From an optimization exercise on the open Yosys and OpenROAD flow, aimed at small area; shortcuts taken in it are not production practice.
Only the layout flow was run in this run; the RTL was not checked for function there.
Power is estimated from default activity; no workload was simulated.

==> flow/design.v <==
`timescale 1ns / 1ns
    localparam int PREGS   = 128;
    localparam int PREG_W  = $clog2(PREGS);    
    localparam int ROB_DEPTH = 16;
    localparam int ROB_PTR_W = $clog2(ROB_DEPTH);
    typedef enum logic [3:0] {
        NA,
        ADD,
        SUB,
        ANDD,
        ORR,
        RSHIFT,
        SLTIU,
        LUI
    } ALUCTRL;
    typedef enum logic [3:0] {
        NOFUNC,
        ALU,
        MEM,
        BRANCH
    } FUNCU;
    typedef enum logic {
        BHW,
        WORD
    } MEMDATATYPE;
    typedef enum logic {
        STORE,
        LOAD
    } LOADSTORE;
    typedef struct packed {
        logic [31:0] instr;
        logic [31:0] pc;
    } fetch_t;
    typedef struct packed {
        logic [31:0] instr;
        logic [31:0] pc;         
        logic [6:0]  opcode;
        logic [4:0]  rs1;        
        logic        rs1Used;
        logic [4:0]  rs2;
        logic        rs2Used;
        logic [4:0]  rd;
        logic        rdUsed;
        logic [31:0] imm;
        logic        immUsed;
        logic        spec;
        logic        lsType;     
        logic        loadStore;  
        logic        branch;
        logic        jump;
        logic        speculative;
        logic [3:0]  aluop;
        logic [3:0]  funcU;
    } decode_t;
    typedef struct packed {
        logic [PREG_W-1:0] rs1;
        logic [PREG_W-1:0] rs2;
        logic [PREG_W-1:0] rd;
        logic [PREG_W-1:0] old_rd;
        logic [4:0] arch_rd;
        logic [31:0] pc;
        logic [6:0]  opcode;
        logic [31:0] imm;
        logic        imm_used;
        logic        rd_used;
        logic [3:0]  aluop;
        logic [3:0]  funcU;
        logic [1:0]  load_store_type;    
        logic        speculative;
        logic        jump;
        logic        branch;
    } rename_t;
    typedef struct packed {
        logic        valid;
        logic        ready;
        logic [PREG_W-1:0] rs1;
        logic [PREG_W-1:0] rs2;
        logic [PREG_W-1:0] rd;
        logic [PREG_W-1:0] old_rd;
        logic [ROB_PTR_W-1:0] ROB_tag;
        logic [ROB_PTR_W-1:0] ROB_tag_clone;  
        logic [31:0] pc;
        logic [6:0]  opcode;
        logic [31:0] imm;
        logic        imm_used;
        logic        rd_used;
        logic [3:0]  aluop;
        logic [3:0]  funcU;
        logic [1:0]  load_store_type;
        logic        speculative;
        logic        jump;
        logic        branch;
        logic [31:0] rs1_val;
        logic [31:0] rs2_val;
        logic        rs1_rdy;
        logic        rs2_rdy;
        logic [6:0]  rs1_tag;    
        logic [6:0]  rs2_tag;
    } rs_entry_t;
    typedef rs_entry_t dispatch_t;
    typedef struct packed {
        logic        valid;
        logic        completed;
        logic        has_dest;
        logic [4:0]        arch_rd;
        logic [PREG_W-1:0] dest_preg;
        logic [PREG_W-1:0] old_preg;
        logic        is_branch;
        logic [31:0] pc;
    } rob_entry_t;
    typedef struct packed {
        logic [PREG_W-1:0] rd_addr;
        logic [31:0] rs1_val;
        logic rs1_used;
        logic [31:0] rs2_val;
        logic rs2_used;
        logic [31:0] imm_val;
        logic imm_used;
        logic [3:0] aluop;
        logic [ROB_PTR_W-1:0] ROB_tag;
    } alu_entry_t;
    typedef struct packed {
        logic [PREG_W-1:0] rd_addr;
        logic [31:0] rd_val;
        logic completed;
        logic [ROB_PTR_W-1:0] ROB_tag;
    } alu_out_t;
    typedef struct packed {
        logic [PREG_W-1:0] rd_addr;
        logic [31:0] rs1_val;
        logic rs1_used;
        logic [31:0] rs2_val;
        logic rs2_used;
        logic [31:0] imm_val;
        logic imm_used;
        logic jump;
        logic branch;
        logic [31:0] pc;
        logic took_branch;
        logic [ROB_PTR_W-1:0] ROB_tag;
    } branch_entry_t;
    typedef struct packed {
        logic [PREG_W-1:0] rd_addr;
        logic [31:0] rd_val;
        logic [31:0] dest_addr;
        logic branch_taken;  
        logic completed;
        logic mispredict;
        logic [ROB_PTR_W-1:0] ROB_tag;
    } branch_out_t;
    typedef struct packed {
        logic [PREG_W-1:0] rd_addr;
        logic [31:0] rs1_val;
        logic rs1_used;
        logic [31:0] rs2_val;
        logic rs2_used;
        logic [31:0] imm_val;
        logic imm_used;
        logic lsType;  
        logic loadStore;  
        logic [31:0] pc;
        logic [ROB_PTR_W-1:0] ROB_tag;
    } lsu_entry_t;
    typedef struct packed {
        logic [PREG_W-1:0] rd_addr; 
        logic [31:0] rd_val;
        logic completed;
        logic [ROB_PTR_W-1:0] ROB_tag;
    } lsu_out_t;
    typedef struct packed {
        logic [PREG_W-1:0] rd_addr;      
        logic [31:0]       rd_val;       
        logic              completed;    
        logic              mispredict;   
        logic [ROB_PTR_W-1:0] ROB_tag;  
        logic              branch_taken;  
        logic [31:0]       dest_addr;     
        logic [1:0]        src_fu;        
    } wb_packet_t;
    localparam int RS_ENTRY_W     = 204;    
    localparam int FETCH_T_W      = 64;
    localparam int DECODE_T_W     = 136;
    localparam int RENAME_T_W     = 119;
    localparam int ALU_OUT_T_W    = 44;
    localparam int BRANCH_OUT_T_W = 78;
    localparam int LSU_OUT_T_W    = 44;
`timescale 1ns / 1ns
module prioritydecoder 
#(
    parameter WIDTH = 4
)(
    input logic [WIDTH-1:0] in,
    output logic [$clog2(WIDTH)-1:0] out,
    output logic valid
);
    always_comb begin
        valid = 1'b0;
        out   = '0;
        for (int i = WIDTH-1; i >= 0; i--) begin
            if (in[i] && !valid) begin
                valid = 1'b1;
                out   = i[$clog2(WIDTH)-1:0];  
            end
        end
    end
endmodule
`timescale 1ns / 1ns
 `timescale 1ns / 1ns
module reservation_station #(
    parameter int  RS_DEPTH   = 8
)(
    input  logic      clk_i,
    input  logic      rst_i,
    input  logic      recover_i,
    input  logic      disp_valid_i,
    output logic      disp_ready_o,
    input  logic [RS_ENTRY_W-1:0] disp_entry_i,    
    output logic      issue_valid_o,
    input  logic      issue_ready_i,
    output logic [RS_ENTRY_W-1:0] issue_entry_o,   
    input  logic       cdb_valid_i,
    input  logic [6:0] cdb_tag_i
);
    logic [RS_ENTRY_W-1:0] entries [RS_DEPTH];      
    rs_entry_t rd_tmp;                  
    rs_entry_t nx_tmp;                  
    logic [RS_ENTRY_W-1:0] entries_n [RS_DEPTH];
    logic [RS_DEPTH-1:0] valid_vec;
    logic [RS_DEPTH-1:0] ready_vec;
    always_comb begin
        for (int i = 0; i < RS_DEPTH; i++) begin
            rd_tmp       = entries[i];
            valid_vec[i] = rd_tmp.valid;
            ready_vec[i] = rd_tmp.rs1_rdy & rd_tmp.rs2_rdy;  
        end
    end
    logic [RS_DEPTH-1:0] free_mask; 
    assign free_mask = ~valid_vec;
    logic [$clog2(RS_DEPTH)-1:0] free_idx;
    logic have_free;
    prioritydecoder #(.WIDTH(RS_DEPTH)) u_dec_free (
        .in   (free_mask),
        .out  (free_idx),
        .valid(have_free)
    );
    assign disp_ready_o = have_free && !recover_i;
    wire do_insert = disp_valid_i && disp_ready_o;
    logic [RS_DEPTH-1:0] issue_mask;
    assign issue_mask = valid_vec & ready_vec;
    logic [$clog2(RS_DEPTH)-1:0] issue_idx;
    logic have_issue;
    prioritydecoder #(.WIDTH(RS_DEPTH)) u_dec_issue (
        .in   (issue_mask),
        .out  (issue_idx),
        .valid(have_issue)
    );
    logic                          hold_valid;      
    rs_entry_t                      hold_entry;      
    logic [$clog2(RS_DEPTH)-1:0]    hold_idx;        
    wire cand_valid = have_issue && !recover_i;      
    wire do_issue   = issue_valid_o && issue_ready_i;  
    always_ff @(posedge clk_i or posedge rst_i) begin
        if (rst_i) begin
            hold_valid <= 1'b0;                     
            hold_entry <= '0;                       
            hold_idx   <= '0;                       
        end else if (recover_i) begin
            hold_valid <= 1'b0;
            hold_entry <= '0;
            hold_idx   <= '0;
        end else begin
            if (!hold_valid && cand_valid) begin    
                hold_valid <= 1'b1;                 
                hold_entry <= entries[issue_idx];   
                hold_idx   <= issue_idx;            
            end
            if (hold_valid && issue_ready_i) begin  
                hold_valid <= 1'b0;                 
            end
        end
    end
    assign issue_valid_o = hold_valid && !recover_i;       
    assign issue_entry_o = hold_valid ? hold_entry : '0;   
    always_comb begin
        for (int i = 0; i < RS_DEPTH; i++) begin
            nx_tmp = entries[i];
            if (cdb_valid_i && nx_tmp.valid) begin
                if (!nx_tmp.rs1_rdy && (nx_tmp.rs1_tag == cdb_tag_i))
                    nx_tmp.rs1_rdy = 1'b1;
                if (!nx_tmp.rs2_rdy && (nx_tmp.rs2_tag == cdb_tag_i))
                    nx_tmp.rs2_rdy = 1'b1;
            end
            if (do_insert && (free_idx == i)) begin
                nx_tmp       = disp_entry_i;
                nx_tmp.valid = 1'b1;
            end
            if (do_issue && !(do_insert && (hold_idx == free_idx)) && (hold_idx == i)) begin
                nx_tmp.valid   = 1'b0;
                nx_tmp.rs1_rdy = 1'b0;
                nx_tmp.rs2_rdy = 1'b0;
            end
            entries_n[i] = nx_tmp;
        end
    end
    always_ff @(posedge clk_i or posedge rst_i) begin
        if (rst_i) begin
            for (int i = 0; i < RS_DEPTH; i++) begin
                entries[i] <= '0;
            end
        end else if (recover_i) begin
            for (int i = 0; i < RS_DEPTH; i++) begin
                entries[i] <= '0;
            end
        end else begin
            for (int i = 0; i < RS_DEPTH; i++) begin
                entries[i] <= entries_n[i];
            end
        end
    end
endmodule
==> flow/run.sh <==
#!/bin/bash
# synth_recipe.tcl (not shown) runs the flow's synth.tcl, then flattens the netlist and writes it again
# the make line also repeats each setting of config.mk as NAME=value (left out here)
make -C /OpenROAD-flow-scripts/flow DESIGN_CONFIG=/design/flow/config.mk WORK_HOME=/design/flow/orfs CLKGATE_MAP_FILE= SYNTH_SCRIPT=/design/flow/synth_recipe.tcl finish
==> flow/config.mk <==
export PLATFORM = sky130hd
export DESIGN_NAME = reservation_station
export DESIGN_NICKNAME = reservation_station
export VERILOG_FILES = /design/flow/design.v
export SDC_FILE = /design/flow/constraint.sdc
export NUM_CORES = 4
export LEC_CHECK = 0
export CAP_MARGIN = 20
export CORE_MARGIN = 4
export CORE_UTILIZATION = 35
export PLACE_DENSITY = 0.55
export SLEW_MARGIN = 20
==> flow/constraint.sdc <==
create_clock -name core_clock -period 10.0 [get_ports {clk_i}]
set_input_delay 2.0000 -clock core_clock [delete_from_list [all_inputs] [get_ports {clk_i}]]
set_output_delay 2.0000 -clock core_clock [all_outputs]
set_load 0.01 [all_outputs]
==> impl_results.md <==
- Uppermost layer routed: met5
- Hold_buf cts: 0
- Avg Vias per Cell: 5.82
- Hold Fails Final Rpt: 0
- Core Area: 0.242 mm2
- Post-synth top area cell: dfrtp_1
- Critical path required time: 8.00 ns
- Post-synth net total: 10100
- Max_cap viols: 0
- Largest net degree at the start of global routing: 215
- Setup violators final: 0
- Syn Inst Count: 9901
- Average size of a mapped cell: 8.62 um2
- Hold crit path type: flop to flop
- Critical Path Sink Type: output port
- Die Ht: 502 um
- Routed len/inst: 26.1 um
- Yosys reg bits: 1840
- Antenna Nets Post-Route: 0
- Chip width: 502 um
- Metal3 WL: 30.1 mm
- Initial antenna violation count: 61
- Final-stage net count: 9771
- WP buf/inv: 2
- Clock transition at path regs: 0.06 ns
- Clock root buffer: clkbuf_16
- GR Overflow Total: 0
- Final setup margin: 4.17 ns
- Total area of sequential cells: 0.0460 mm2
- DP Cell Count: 12500
- Slew @ Worst Pin: 1.20 ns
- Slew HR: 0.201
- Hpwl dp: 167 mm
- Area occupied by multi-input gates: 0.0349 mm2
- Resized Gates After CTS: 0
- Ys flop type: dfrtp_1
- Ranking of synthesized cells by area: dfrtp_1 54%, nand2_1 15%, a21oi_1 11%
- Async S/R FF share, synth: 1.00
- Clk latency of the worst-skew pair: 0.88 ns
- RSZ-0062 raised after global routing: false
- Cell Rows: 180
- CP delay by family, top: buffers and inverters
- Final std cells w/o fill: 12900
- Setup CP Type: flop to output port
- H-Tree Level Count: 4
- Fin Setup TNS: 0 ns
- Slowest CP cell: dfrtp_4
- PD cells: 166 mW/mm2
- RePlAce Congestion: 0.791
- Max Fclk: 171 MHz
- Nature of the critical path startpoint: flop
- Placed Area: 0.0905 mm2
- Lkg Pwr: 41.2 nW
- All-layer global routing usage: 0.261
- Synth top area share: 0.540
- Clock skew: 0.0636 ns
- Clk buf depth: 3
- Share of cells above drive strength 1: 0.0513
- Design area: 0.0978 mm2
- Outcome: finished clean
- Worst slack after detailed placement: 3.88 ns
- Initial Util: 0.353
- Worst hold slack: 0.494 ns
- Final period utilization: 0.583
- PortBufs: 421
- Final Total Pwr: 16.2 mW
- Total CTS buffers: 204
- Global-route wire length before repair: 501 mm
- CTS tree: yes
- Ports: 423
- Slew Limit Fails: 0
- CP Max Fanout: 76
- Vias: 75300
- Router iterations before antenna repair: 6
- Wl on met1: 136 mm
- Post-CTS setup buffers: 0
- Number of fill cells: 23800
- Post-synthesis sequential area ratio: 0.540
- Layout Utilization: 0.405
- Peak supply drop: 127 uV
- Final min period: 5.83 ns
- # DRC: 0
- Ys Warns: 4
- Post-synth EDFFs: 0
- Vias in the first global route: 75000
- Synth unique cells: 46
- CP peak stage delay: 0.98 ns
- Crit-path cells: buf_4, and2_1, clkdlybuf4s50_1
- Iter 0 DRT Violations: 8023
- Critical Path AT: 3.83 ns
- Drt total wl: 338 mm
- Syn-to-layout area delta: 14.6%
- Synth Cell Area: 0.0853 mm2
- Met2 wire length: 160 mm
- TritonCTS Sinks: 1840
- Die Area: 0.252 mm2
kinds of logic after synthesis:
logic type                after synthesis  synth area share
DFF                                  1840             0.540
xor gates and xnor gates              114            0.0117
buffers and inverters                1104            0.0541
and+or+nand+nor                      3789             0.176
muxes                                   2          0.000235
AOI/OAI and AO/OA                    3052             0.218
cells in the mapped netlist, drive strengths merged (2+ instances only):
cell / instances
and2: 207
or2: 2
nand2: 3434
and3: 7
nor3b: 3
o22ai: 4
a41o: 2
a221o: 201
xor2: 80
o221ai: 402
nor2: 34
buf: 314
mux2i: 2
dfrtp: 1840
nor3: 19
or3b: 2
a31oi: 211
o21ai: 206
nand3b: 4
a21oi: 1811
nor4: 34
xnor2: 34
nand4: 8
a21o: 201
nand3: 19
clkbuf: 788
nand2b: 8
a211oi: 11
final cells by class:
type	count	share of cell area
Antenna cell	33	0.000845
Clock buffer	315	0.0635
Clock inverter	65	0.00959
Inverter	2	0.000192
Multi-Input combinational cell	6957	0.357
Sequential cell	1840	0.471
Tap cell	3185	0.0408
Timing Repair Buffer	549	0.0576
state kept, by name, indices dropped and copies added (netlist names):
signal	count
hold_idx	3
hold_valid	1
entries	1632
hold_entry	204
where the power goes:
part / total (mW) / switching, mW / leakage, nW / internal, mW
registers: 7.55 / 0.0385 / 25.6 / 7.51
logic: 0.763 / 0.584 / 12.1 / 0.179
clock network: 7.92 / 3.30 / 3.52 / 4.62
total: 16.2 / 3.92 / 41.2 / 12.3
cells in the final DEF (no fill, tap or decap), drive strengths merged, types with 3 or more instances in the layout:
cell           instances
a211oi                11
a21o                 201
a21oi               1811
a221o                201
a31oi                211
and2                 207
and3                   7
buf                  130
bufinv                13
clkbuf               315
clkdlybuf4s50        419
clkinv                47
clkinvlp               3
dfrtp               1840
diode                 33
inv                    4
nand2               3434
nand2b                 8
nand3                 19
nand3b                 4
nand4                  8
nor2                  34
nor3                  19
nor3b                  3
nor4                  34
o21ai                206
o221ai               402
o22ai                  4
xnor2                 34
xor2                  80
final timing paths:
path / endpoint / start / cells after the start / slack (ns)
max: issue_entry_o[108] / hold_valid$_DFFE_PP0P_ / 3 / 4.17
min: hold_entry[14]$_DFFE_PP0P_ / hold_entry[14]$_DFFE_PP0P_ / 2 / 0.49
min reg2reg: hold_entry[14]$_DFFE_PP0P_ / hold_entry[14]$_DFFE_PP0P_ / 2 / 0.49
max reg2reg: hold_entry[141]$_DFFE_PP0P_ / entries[7][203]$_DFFE_PP0P_ / 7 / 5.26
max in group asynchronous: entries[1][22]$_DFFE_PP0P_ / rst_i / 4 / 6.21
min in group asynchronous: hold_entry[169]$_DFFE_PP0P_ / rst_i / 2 / 1.56
metal layers:
metal | up-vias | track usage
li1 | 33000 | -
met1 | 37900 | 0.344
met2 | 3634 | 0.424
met3 | 713 | 0.0562
met4 | 40 | 0.0954
met5 | - | 0
worst reg2reg max path, cell delays in order (launching register included):
cell	delay [ns]
dfrtp_1	0.70
nand3_4	0.74
nand4_1	0.52
buf_12	0.74
buf_4	0.83
buf_4	0.75
a21o_1	0.20
a31oi_1	0.09

## port drivers added, routing unchanged
The results above use ideal ports. As a check the final layout listed here was re-extracted and re-timed, cells and wires unchanged.
Step 1 sets driving cells, clkbuf_16 on the clock port and buf_2 on the other inputs (assumed; they add their load-dependent delay and slew).
Step 2 adds t to the input delays and takes it off the output delays; t is the mean of the earliest and latest rising clock arrival at the registers after step 1. Input paths then give back, and output paths get back, about the clock's delay inside the block.
Slacks: ideal / step 1 / step 2; pairs: ideal / step 1.
shift t [ns]: 0.941
setup WS [ns]: 4.167 / 4.076 / 3.675
latest minus earliest clock arrival (ns): 0.070 / 0.069
slew at the worst register clock pin (ns): 0.06 / 0.06
worst slew at a driven data input, ns: 0.28
After both steps this run still meets setup and hold. For this run, drivers alone change the setup slack by -0.091 ns; drivers and shift together by -0.492 ns.
